What follows belongs to an exercise in optimizing a design on an open flow for small area, a short achievable clock period and few clock cycles per item; a production flow would make more cautious choices.
RTL that was checked went through simulation tests only; none was proved equivalent to the original.
No activity file was given, so power comes from the tool's default toggle rates.

## the baseline
==> flow/design.v <==
`timescale 1 ns / 1 ps
`default_nettype none
module axi4l_slv_top #(
    parameter int ADDR_WIDTH = 12,
    parameter int DATA_WIDTH = 32
) (
    input var                     aclk,
    input var                     aresetn,
    input var  [  ADDR_WIDTH-1:0] s_axi_awaddr,
    input var  [             2:0] s_axi_awprot,
    input var                     s_axi_awvalid,
    output var                    s_axi_awready,
    input var  [  DATA_WIDTH-1:0] s_axi_wdata,
    input var  [DATA_WIDTH/8-1:0] s_axi_wstrb,
    input var                     s_axi_wvalid,
    output var                    s_axi_wready,
    output var [             1:0] s_axi_bresp,
    output var                    s_axi_bvalid,
    input var                     s_axi_bready,
    input var  [  ADDR_WIDTH-1:0] s_axi_araddr,
    input var  [             2:0] s_axi_arprot,
    input var                     s_axi_arvalid,
    output var                    s_axi_arready,
    output var [  DATA_WIDTH-1:0] s_axi_rdata,
    output var [             1:0] s_axi_rresp,
    output var                    s_axi_rvalid,
    input var                     s_axi_rready,
    output var                    irq_reg_irq,
    input var                     reg_irq_bit0,
    output var [            31:0] reg_a_b,
    input var  [            31:0] reg_c_d
);
  logic b_free, wr_hs;
  logic bvalid_q, bidle_q, berr_q;
  assign b_free = bidle_q || s_axi_bready;
  assign s_axi_awready = s_axi_wvalid && b_free;
  assign s_axi_wready = s_axi_awvalid && b_free;
  assign wr_hs = s_axi_awvalid && s_axi_wvalid && b_free;
  logic [9:0] wa;
  logic wa_lo;   
  assign wa = s_axi_awaddr[11:2];
  assign wa_lo = (wa[9:4] == 6'd0);
  logic wr_trap, wr_mask, wr_force, wr_trig, wr_a, wr_ok;
  assign wr_trap = wr_hs && wa_lo && (wa[3:0] == 4'd1);
  assign wr_mask = wr_hs && wa_lo && (wa[3:0] == 4'd2);
  assign wr_force = wr_hs && wa_lo && (wa[3:0] == 4'd3);
  assign wr_trig = wr_hs && wa_lo && (wa[3:0] == 4'd5);
  assign wr_a = wr_hs && wa_lo && (wa[3:0] == 4'd8);
  assign wr_ok = wa_lo && (wa[3:0] <= 4'd5 || wa[3:0] == 4'd8);
  always_ff @(posedge aclk) begin
    if (!aresetn) bvalid_q <= 1'b0;
    else if (wr_hs) bvalid_q <= 1'b1;
    else if (s_axi_bready) bvalid_q <= 1'b0;
  end
  always_ff @(posedge aclk) begin
    if (!aresetn) bidle_q <= 1'b1;
    else if (wr_hs) bidle_q <= 1'b0;
    else if (s_axi_bready) bidle_q <= 1'b1;
  end
  always_ff @(posedge aclk) begin
    if (b_free) berr_q <= !wr_ok;
  end
  assign s_axi_bvalid = bvalid_q;
  assign s_axi_bresp = {berr_q, berr_q};
  logic trap_q, mask_q, trig_q, irq_in_q;
  logic [31:0] a_q;
  logic irq_event;
  always_ff @(posedge aclk) irq_in_q <= reg_irq_bit0;
  assign irq_event = reg_irq_bit0 && (!trig_q || !irq_in_q);
  always_ff @(posedge aclk) begin
    if (!aresetn) trap_q <= 1'b0;
    else
      trap_q <= (trap_q && !(wr_trap && !s_axi_wdata[0])) || (wr_force && s_axi_wdata[0]) ||
          irq_event;
  end
  always_ff @(posedge aclk) begin
    if (!aresetn) mask_q <= 1'b0;
    else if (wr_mask) mask_q <= s_axi_wdata[0];
  end
  always_ff @(posedge aclk) begin
    if (!aresetn) trig_q <= 1'b0;
    else if (wr_trig) trig_q <= s_axi_wdata[0];
  end
  logic a_ld, a_keep;
  assign a_ld = wr_a && aresetn;
  assign a_keep = !wr_a && aresetn;
  always_ff @(posedge aclk) a_q <= ({32{a_ld}} & s_axi_wdata) | ({32{a_keep}} & a_q);
  assign reg_a_b = a_q;
  assign irq_reg_irq = trap_q && mask_q;
  logic rvalid_q, ridle_q, rerr_q, r_free;
  logic [31:0] rdata_q;
  assign r_free = ridle_q || s_axi_rready;
  assign s_axi_arready = r_free;
  logic [9:0] ra;
  logic ra_lo;
  assign ra = s_axi_araddr[11:2];
  assign ra_lo = (ra[9:4] == 6'd0);
  logic ra_ok, rd_a, rd_c;
  assign ra_ok = ra_lo && (ra[3:0] <= 4'd5 || ra[3:0] == 4'd8 || ra[3:0] == 4'd9);
  assign rd_a = ra_lo && (ra[3:0] == 4'd8);
  assign rd_c = ra_lo && (ra[3:0] == 4'd9);
  logic rd_bit0;
  always_comb begin
    case (ra[3:0])
      4'd0: rd_bit0 = trap_q && mask_q;
      4'd1: rd_bit0 = trap_q;
      4'd2: rd_bit0 = mask_q;
      4'd4: rd_bit0 = irq_in_q;
      4'd5: rd_bit0 = trig_q;
      4'd8: rd_bit0 = a_q[0];
      4'd9: rd_bit0 = reg_c_d[0];
      default: rd_bit0 = 1'b0;
    endcase
  end
  always_ff @(posedge aclk) begin
    if (!aresetn) rvalid_q <= 1'b0;
    else if (r_free) rvalid_q <= s_axi_arvalid;
  end
  always_ff @(posedge aclk) begin
    if (!aresetn) ridle_q <= 1'b1;
    else if (r_free) ridle_q <= !s_axi_arvalid;
  end
  logic ld_a, ld_c, r_keep;
  assign ld_a = r_free && rd_a;
  assign ld_c = r_free && rd_c;
  assign r_keep = !r_free;
  always_ff @(posedge aclk) begin
    rdata_q[31:1] <= ({31{ld_a}} & a_q[31:1]) | ({31{ld_c}} & reg_c_d[31:1]) |
        ({31{r_keep}} & rdata_q[31:1]);
    rdata_q[0] <= (r_free && ra_lo && rd_bit0) || (r_keep && rdata_q[0]);
  end
  always_ff @(posedge aclk) begin
    if (r_free) rerr_q <= !ra_ok;
  end
  assign s_axi_rvalid = rvalid_q;
  assign s_axi_rdata = rdata_q;
  assign s_axi_rresp = {rerr_q, rerr_q};
endmodule
`default_nettype wire
clock: 3.0 ns
lec_check: 0
abc_area: 1
cap_margin: 20
core_margin: 2
core_utilization: 40
setup_slack_margin: 1.4
slew_margin: 20
standard.sh (not shown) runs the stock make flow with config.mk's settings and CLKGATE_MAP_FILE= SYNTH_SCRIPT=/design/flow/synth_recipe.tcl, a recipe that flattens the netlist after the stock synthesis.
==> flow/flow/run.sh <==
#!/bin/bash
# Standard ORFS layout with these changes:
#  - synthesis maps logic with the ABC script flow/abc_area.script (when present);
#    everything before ABC, so every register and its name, is the standard synthesis;
#  - the cells listed in flow/dont_use.txt (when present) are added to the platform's
#    don't-use list, for synthesis and the resizer (slow many-input OR/NOR gates);
#  - the port buffers are sky130 buf_1 cells instead of buffer_ports' default.
set -euo pipefail
here=$PWD
rm -rf "$here/scripts_abc"
cp -r "$FLOW_HOME/scripts" "$here/scripts_abc"
if [[ -f "$here/flow/abc_area.script" ]]; then
  cp "$here/flow/abc_area.script" "$here/scripts_abc/abc_area.script"
fi
args=()
if [[ -f "$here/flow/dont_use.txt" ]]; then
  base=$(make -s -C "$FLOW_HOME" DESIGN_CONFIG="$here/config.mk" WORK_HOME="$here/orfs" print-DONT_USE_CELLS | sed -n 's/^DONT_USE_CELLS: //p')
  args+=("DONT_USE_CELLS=$base $(tr '\n' ' ' < "$here/flow/dont_use.txt")")
fi
export BUFFER_PORTS_ARGS="-buffer_cell sky130_fd_sc_hd__buf_1"
bash standard.sh SCRIPTS_DIR="$here/scripts_abc" "${args[@]}" synth > synth.log 2>&1
bash standard.sh "${args[@]}" > standard.log 2>&1
==> flow/flow/abc_area.script <==
strash
&get -n
&dch
&nf -R 1000
&put
topo
stime -c
==> flow/flow/dont_use.txt <==
sky130_fd_sc_hd__nor3_1
sky130_fd_sc_hd__nor3_2
sky130_fd_sc_hd__nor3_4
sky130_fd_sc_hd__nor3b_1
sky130_fd_sc_hd__nor3b_2
sky130_fd_sc_hd__nor3b_4
sky130_fd_sc_hd__nor4_1
sky130_fd_sc_hd__nor4_2
sky130_fd_sc_hd__nor4_4
sky130_fd_sc_hd__nor4b_1
sky130_fd_sc_hd__nor4b_2
sky130_fd_sc_hd__nor4b_4
sky130_fd_sc_hd__nor4bb_1
sky130_fd_sc_hd__nor4bb_2
sky130_fd_sc_hd__nor4bb_4
sky130_fd_sc_hd__or3_1
sky130_fd_sc_hd__or3_2
sky130_fd_sc_hd__or3_4
sky130_fd_sc_hd__or3b_1
sky130_fd_sc_hd__or3b_2
sky130_fd_sc_hd__or3b_4
sky130_fd_sc_hd__or4_1
sky130_fd_sc_hd__or4_2
sky130_fd_sc_hd__or4_4
sky130_fd_sc_hd__or4b_1
sky130_fd_sc_hd__or4b_2
sky130_fd_sc_hd__or4b_4
sky130_fd_sc_hd__or4bb_1
sky130_fd_sc_hd__or4bb_2
sky130_fd_sc_hd__or4bb_4
Testbench counts of the baseline, summed over its fixed seeds: cycles 1,608, items 3,200.
Relative to the baseline, the following input files were edited for the candidate:
--- a/flow/design.v
+++ b/flow/design.v
@@ -32,6 +32,6 @@
 );
   logic b_free, wr_hs;
-  logic bvalid_q, bidle_q, berr_q;
-  assign b_free = bidle_q || s_axi_bready;
+  logic bvalid_q, berr_q;
+  assign b_free = !bvalid_q || s_axi_bready;
   assign s_axi_awready = s_axi_wvalid && b_free;
   assign s_axi_wready = s_axi_awvalid && b_free;
@@ -52,9 +52,4 @@
     else if (wr_hs) bvalid_q <= 1'b1;
     else if (s_axi_bready) bvalid_q <= 1'b0;
-  end
-  always_ff @(posedge aclk) begin
-    if (!aresetn) bidle_q <= 1'b1;
-    else if (wr_hs) bidle_q <= 1'b0;
-    else if (s_axi_bready) bidle_q <= 1'b1;
   end
   always_ff @(posedge aclk) begin
@@ -88,7 +83,7 @@
   assign reg_a_b = a_q;
   assign irq_reg_irq = trap_q && mask_q;
-  logic rvalid_q, ridle_q, rerr_q, r_free;
+  logic rvalid_q, rerr_q, r_free;
   logic [31:0] rdata_q;
-  assign r_free = ridle_q || s_axi_rready;
+  assign r_free = !rvalid_q || s_axi_rready;
   assign s_axi_arready = r_free;
   logic [9:0] ra;
@@ -117,8 +112,4 @@
     else if (r_free) rvalid_q <= s_axi_arvalid;
   end
-  always_ff @(posedge aclk) begin
-    if (!aresetn) ridle_q <= 1'b1;
-    else if (r_free) ridle_q <= !s_axi_arvalid;
-  end
   logic ld_a, ld_c, r_keep;
   assign ld_a = r_free && rd_a;
==> results.txt <==
- Across the candidate and the baseline, none had a timing, DRC or antenna violation.
- The baseline → the candidate: number of nets in the synthesized netlist moved down; cell area after synthesis fell about 2.5%; non-clock buffer count decreased 7.
- Max fraction of layout cells with a size suffix above 1 across the candidate and the baseline: the baseline
- Cmp the candidate and the baseline / area share of buffers outside the clock network / lower: the candidate
- Sequential cell power for the candidate: about 3% down relative to the baseline
- [the candidate] clock period minus worst slack fell 0.020 ns relative to the baseline
Only the layout flow was run in the candidate; the RTL was not checked for function there.

## what the ideal ports hide
The flow's constraints put no driver on any port. The routed layouts listed below were extracted and timed again, unchanged, in two steps.
Step 1 assumes that a clkbuf_16 drives the clock port and a buf_2 every other input.
Step 2, shift: input delay + t, output delay - t, t = (earliest + latest rising clock arrival at the registers) / 2. This alone moves slack from input paths to output paths.
Slacks: no drivers / after step 1 / after step 2; pairs: no drivers / after step 1.
| run | shift t [ns] | setup WS [ns] | worst setup path after step 2 | worst register clock-pin slew, ns | worst data-port slew with drivers (ns) |
|---|---|---|---|---|---|
| the baseline | 0.363 | 1.307 / 1.275 / 1.030 | input to register | 0.08 / 0.08 | 0.06 |
| the candidate | 0.368 | 1.327 / 1.307 / 1.062 | input to register | 0.08 / 0.08 | 0.05 |
After both steps setup and hold are still met in every run listed. For the baseline, which loses most, drivers alone change the setup slack by -0.032 ns; drivers and shift together by -0.277 ns.
